Source: an optimization exercise on an open RTL-to-GDS flow (aim: small area, a short achievable clock period and few clock cycles per item). Production flows keep margins and buffers that such runs may drop.
In this exercise RTL edits were held to simulation tests only and were not proved equivalent to the original.
Power figures rest on the tool's default switching activity, not on a simulated workload.

==> run M: inputs <==
// shift_add_multiplier
module shift_add_multiplier
#(
    parameter int OPERAND_WIDTH = 32
)
(
    input  logic        flush,
    input  logic        clk,
    input  logic        rst,
    input  logic        start,
    input  logic [1:0]  mul_type,
    input  logic [31:0] a,
    input  logic [31:0] b,
    output logic [63:0] p,
    output logic        done,
    output logic        work
);
clock: 5.5 ns
lec_check: 0
abc_clock_period_in_ps: 2700
cap_margin: 20
core_margin: 2
core_utilization: 40
cts_buf_list: sky130_fd_sc_hd__clkbuf_4 sky130_fd_sc_hd__clkbuf_8
setup_slack_margin: 2.8
slew_margin: 20
standard.sh (not shown) runs the stock make flow with config.mk's settings and CLKGATE_MAP_FILE= SYNTH_SCRIPT=/design/flow/synth_recipe.tcl, a recipe that flattens the netlist after the stock synthesis.
==> flow/flow/run.sh <==
#!/bin/bash
# The standard layout, with the port buffers that buffer_ports inserts made
# from the smallest buffer instead of the delay cell it picks by default, and
# clock-tree sinks clustered into larger groups.
set -euo pipefail
export BUFFER_PORTS_ARGS="-buffer_cell sky130_fd_sc_hd__buf_1"
export CTS_ARGS="-sink_clustering_enable -repair_clock_nets -sink_clustering_size 40 -sink_clustering_max_diameter 150 -buf_list sky130_fd_sc_hd__clkbuf_8"
bash standard.sh > standard_flow.log 2>&1
==> inputs of run F, as changes to run M <==
==> flow/flow/run.sh (replaced) <==
#!/bin/bash
# The standard layout, with the port buffers that buffer_ports inserts made
# from the smallest buffer instead of the delay cell it picks by default.
set -euo pipefail
export BUFFER_PORTS_ARGS="-buffer_cell sky130_fd_sc_hd__buf_1"
bash standard.sh > standard_flow.log 2>&1
- ABC_CLOCK_PERIOD_IN_PS: 2700 -> 3000
- SETUP_SLACK_MARGIN: 2.8 -> 2.5
==> inputs of run R, as changes to run M <==
==> flow/flow/run.sh (replaced) <==
#!/bin/bash
# The standard layout, with the port buffers that buffer_ports inserts made
# from the smallest buffer instead of the delay cell it picks by default.
set -euo pipefail
export BUFFER_PORTS_ARGS="-buffer_cell sky130_fd_sc_hd__buf_1"
bash standard.sh > standard_flow.log 2>&1
- ABC_CLOCK_PERIOD_IN_PS: 2700 -> 2000
- SETUP_SLACK_MARGIN: 2.8 -> 3.4
==> inputs of run A, as changes to run M <==
==> flow/flow/run.sh (replaced) <==
#!/bin/bash
# The standard layout, with the port buffers that buffer_ports inserts made
# from the smallest buffer instead of the delay cell it picks by default.
set -euo pipefail
export BUFFER_PORTS_ARGS="-buffer_cell sky130_fd_sc_hd__buf_1"
bash standard.sh > standard_flow.log 2>&1
- ABC_CLOCK_PERIOD_IN_PS: 2700 -> 2200
- SETUP_SLACK_MARGIN: 2.8 -> 3.0
==> qor.txt <==
non-filler instance count after layout - 1573
Place WS - 2160 ps
pin count of the biggest net entering global routing - 39
first-pass GRT wire length - 47.0 mm
Reg2Reg Launch Point - e_one[0]
drt via density - 5.40
outcome - no timing/DRC/antenna violations
Largest stage delay, worst path - 430 ps
CP max-delay cell - fa_1
Worst path most repeated cell - buf_6
dpl cell area - 0.0119 mm²
area of the multi-input gates - 0.00719 mm²
clk slew on worst S/H paths - 110 ps
DR WL met2 - 14.9 mm
commonest non-fill, non-tap cell in the layout - inv_1
Sw Share - 44.7%
NetSw - 3.82 mW
That was run R.
==> qor.txt <==
outcome - no timing/DRC/antenna violations
sequential share of cell area - 29.9%
non-filler instance count after layout - 1505
drt via density - 5.31
CP max-delay cell - fa_2
Place WS - 2170 ps
DR WL met2 - 13.5 mm
dpl cell area - 0.0117 mm²
area of the multi-input gates - 0.00684 mm²
pin count of the biggest net entering global routing - 39
Reg2Reg Launch Point - e_one[0]
first-pass GRT wire length - 43.8 mm
Worst path most repeated cell - fa_2
Sw Share - 45.8%
NetSw - 3.51 mW
That was run A.
==> qor.txt <==
outcome - no timing/DRC/antenna violations
commonest non-fill, non-tap cell in the layout - buf_1
CP max-delay cell - fa_1
clk slew on worst S/H paths - 100 ps
area of the multi-input gates - 0.00650 mm²
Sw Share - 44.7%
first-pass GRT wire length - 42.5 mm
Post-Syn Nets - 1231
non-filler instance count after layout - 1491
pin count of the biggest net entering global routing - 54
Largest stage delay, worst path - 490 ps
NetSw - 3.32 mW
DR WL met2 - 13.0 mm
Reg2Reg Launch Point - e_two[0]
multi-input gate share of total cell area - 52.8%
drt via density - 5.25
That was run M.
==> qor.txt <==
outcome - no timing/DRC/antenna violations
NetSw - 3.26 mW
Largest stage delay, worst path - 460 ps
CP max-delay cell - fa_1
clk slew on worst S/H paths - 100 ps
DR WL met2 - 12.7 mm
Sw Share - 45.4%
Tightest Hold Check Type - flop to flop
non-filler instance count after layout - 1491
Reg2Reg Launch Point - first
port buffer count - 135
commonest non-fill, non-tap cell in the layout - buf_1
Worst path most repeated cell - fa_1
first-pass GRT wire length - 42.1 mm
dpl cell area - 0.0116 mm²
That was run F.
Testbench counts of run M, summed over its fixed seeds: cycles 7,680, items 768.
Testbench counts of run F, summed over its fixed seeds: cycles 7,680, items 768.
Testbench counts of run R, summed over its fixed seeds: cycles 7,680, items 768.
Testbench counts of run A, summed over its fixed seeds: cycles 7,680, items 768.

========
==> inputs of maple <==
shift_add_multiplier, a different RTL version from the one above (not shown whole).
// shift_add_multiplier
module shift_add_multiplier
#(
    parameter int OPERAND_WIDTH = 32
)
(
    input  logic        flush,
    input  logic        clk,
    input  logic        rst,
    input  logic        start,
    input  logic [1:0]  mul_type,
    input  logic [31:0] a,
    input  logic [31:0] b,
    output logic [63:0] p,
    output logic        done,
    output logic        work
);
clock: 5.5 ns
lec_check: 0
abc_clock_period_in_ps: 2000
cap_margin: 0
core_margin: 2
core_utilization: 40
cts_buf_list: sky130_fd_sc_hd__clkbuf_4 sky130_fd_sc_hd__clkbuf_8
setup_slack_margin: 3.3
slew_margin: 0
==> flow/flow/run.sh <==
#!/bin/bash
# The standard layout, with the port buffers that buffer_ports inserts made
# from the smallest buffer instead of the delay cell it picks by default.
set -euo pipefail
export BUFFER_PORTS_ARGS="-buffer_cell sky130_fd_sc_hd__buf_1"
bash standard.sh > standard_flow.log 2>&1
==> raven: changes against maple <==
ABC_CLOCK_PERIOD_IN_PS = 2200   (was 2000)
CAP_MARGIN = 20   (was 0)
CTS_BUF_LIST = unset   (was sky130_fd_sc_hd__clkbuf_4 sky130_fd_sc_hd__clkbuf_8)
SETUP_SLACK_MARGIN = 3.0   (was 3.3)
SLEW_MARGIN = 20   (was 0)
==> results by group <==
Timing
  • Final min period: 2.21 ns
  • Slew headroom: 39.3%

Cells and area
  • Layout clock area frac: 3.40%
  • Commonest cells after routing, fill and taps aside: buf_1, inv_1, dfxtp_1, xnor2_1
  • Register Area: 3710 um2
  • Multi-input gates: 610

CTS
  • CTS Root Cell: clkbuf_8
  • Clock-pin slew on the worst setup and hold paths: 0.08 ns
  • Clock Latency Late Sink: 0.46 ns

Pwr
  • Clock-net power: 0.871 mW
  • Clock Power Share: 12.7%

Run status
  • Outcome: complete, no violations

GRT
  • GR Util met2: 28.0%
  • Initial antenna violation count: 1

Detailed routing
  • Top Layer Used: met5
The numbers above come from maple.

==> results by group <==
Timing
  • Final min period: 2.39 ns
  • Slew headroom: 57.2%

Run status
  • Outcome: complete, no violations

CTS
  • CTS Root Cell: clkbuf_16
  • Clock-pin slew on the worst setup and hold paths: 0.07 ns

Pwr
  • Clock Power Share: 19.1%
  • Clock-net power: 1.28 mW

Cells and area
  • Register Area: 3690 um2
  • Layout clock area frac: 5.81%
  • Multi-input gates: 608

Detailed routing
  • Top Layer Used: met4
The numbers above come from raven.

Testbench counts of maple, summed over its fixed seeds: cycles 9,984, items 768.
Testbench counts of raven, summed over its fixed seeds: cycles 9,984, items 768.

========
==> inputs of run a <==
Starting RTL as in the previous note.
clock: 5.5 ns
lec_check: 0
abc_clock_period_in_ps: 2000
cap_margin: 20
core_margin: 2
core_utilization: 40
cts_buf_list: sky130_fd_sc_hd__clkbuf_4 sky130_fd_sc_hd__clkbuf_8
setup_slack_margin: 3.3
slew_margin: 20
Scripts as last shown in full above: flow/flow/run.sh
==> run b (differences from run a) <==
==> flow/run.sh (new file) <==
#!/bin/bash
# synth_recipe.tcl (not shown) runs the flow's synth.tcl, then flattens the netlist and writes it again
# the make line also repeats each setting of config.mk as NAME=value (left out here)
make -C /OpenROAD-flow-scripts/flow DESIGN_CONFIG=/design/flow/config.mk WORK_HOME=/design/flow/orfs CLKGATE_MAP_FILE= SYNTH_SCRIPT=/design/flow/synth_recipe.tcl finish
--- a/flow/config.mk
+++ b/flow/config.mk
@@ -7,3 +7,3 @@
 export LEC_CHECK = 0
-export ABC_CLOCK_PERIOD_IN_PS = 2000
+export ABC_CLOCK_PERIOD_IN_PS = 2200
 export CAP_MARGIN = 20
@@ -12,3 +12,3 @@
 export CTS_BUF_LIST = sky130_fd_sc_hd__clkbuf_4 sky130_fd_sc_hd__clkbuf_8
-export SETUP_SLACK_MARGIN = 3.3
+export SETUP_SLACK_MARGIN = 3.0
 export SLEW_MARGIN = 20
removed: flow/flow/run.sh
removed: flow/standard.sh
==> flow_metrics.tcl <==
set metrics [dict create \
    nonclk_buf_share 0.132 \
    worstSetupPathDepth 6 \
    finalWeightedCongestion 0.851 \
    grt_pass1_wl_um 36900 \
    seq_cell_power_uw 1890 \
    placed_cells_incl_taps 1311 \
    worst-setup-path-type "input port to register" \
    flow.area_growth_from_synthesis_pct 23.3 \
    power.combinational.fraction 0.567 \
    timing.critical_path.cells "dlygate4sd2_1, a22oi_1, xnor2_1, fa_1, inv_1, fa_1" \
    cts.reportedPaths.clkPinSlew_ns 0.09 \
    number_of_global_route_vias_before_repair 6717 \
    post-cts-setup-buffer-count 9 \
    sequential_cell_area_mm2 0.00368 \
    drt-pass1-iter-count 5 \
    postCtsResizedCells 73 \
    busiest_layer "met1" \
    slew_headroom 0.480 \
    dr.first_iter.drc_count 426 \
    status "no timing/DRC/antenna violations" \
]
That was run b.
==> flow_metrics.tcl <==
set metrics [dict create \
    nonclk_buf_share 0.0774 \
    cts.reportedPaths.clkPinSlew_ns 0.08 \
    post-route-drc-count 0 \
    n_clock_buffer 19 \
    worst-setup-path-type "register to register" \
    finalWeightedCongestion 0.835 \
    slew_headroom 0.393 \
    power.combinational.fraction 0.589 \
    status "no timing/DRC/antenna violations" \
    timing.critical_path.cells "inv_2, fa_2, nand2b_4, a21oi_4, o211ai_1, o31ai_4, buf_4, xor2_2" \
    busiest_layer "met2" \
    seq_cell_power_uw 1950 \
    dr.first_iter.drc_count 473 \
    grt_pass1_wl_um 36700 \
    flow.area_growth_from_synthesis_pct 22.8 \
    post-cts-setup-buffer-count 21 \
    placed_cells_incl_taps 1306 \
    share_of_cell_area_taken_by_flip_flops_and_latches 0.319 \
]
That was run a.
Testbench counts of run a, summed over its fixed seeds: cycles 9,984, items 768.
Testbench counts of run b, summed over its fixed seeds: cycles 9,984, items 768.

## separate check: timing with driven ports
No port has a modelled driver above. Below, the same layouts with a new extraction and two added sets of constraints.
Step 1 sets driving cells, clkbuf_16 on the clock port and buf_2 on the other inputs (assumed; they add their load-dependent delay and slew).
Step 2 adds t to the input delays and takes it off the output delays; t is the mean of the earliest and latest rising clock arrival at the registers after step 1. Input paths then give back, and output paths get back, about the clock's delay inside the block.
a / b / c = ideal / step 1 / step 2; a / b = the first two.
| run | t (ns) | setup slack, ns | hold slack, ns | worst data-port slew with drivers (ns) | pins driven straight from the clock port |
|---|---|---|---|---|---|
| run M of note 1 | 0.510 | 2.805 / 2.830 / 2.320 | 0.498 / 0.498 / 0.498 | 0.07 | 1 |
| run F of note 1 | 0.498 | 2.602 / 2.592 / 2.093 | 0.498 / 0.498 / 0.498 | 0.07 | 1 |
| run R of note 1 | 0.513 | 2.731 / 2.736 / 2.223 | 0.488 / 0.488 / 0.488 | 0.10 | 1 |
| run A of note 1 | 0.510 | 2.811 / 2.806 / 2.296 | 0.504 / 0.504 / 0.504 | 0.08 | 1 |
| maple | 0.491 | 3.292 / 3.280 / 2.820 | 0.504 / 0.504 / 0.504 | 0.06 | 1 |
| raven | 0.471 | 3.106 / 3.106 / 2.666 | 0.512 / 0.512 / 0.512 | 0.05 | 1 |
| run a of note 3 | 0.491 | 3.292 / 3.280 / 2.820 | 0.504 / 0.504 / 0.504 | 0.06 | 1 |
| run b of note 3 | 0.508 | 3.028 / 3.000 / 2.547 | 0.509 / 0.509 / 0.509 | 0.07 | 1 |
After both steps setup and hold are still met in every run listed. For run A of note 1, which loses most, drivers alone change the setup slack by -0.005 ns; drivers and shift together by -0.515 ns.
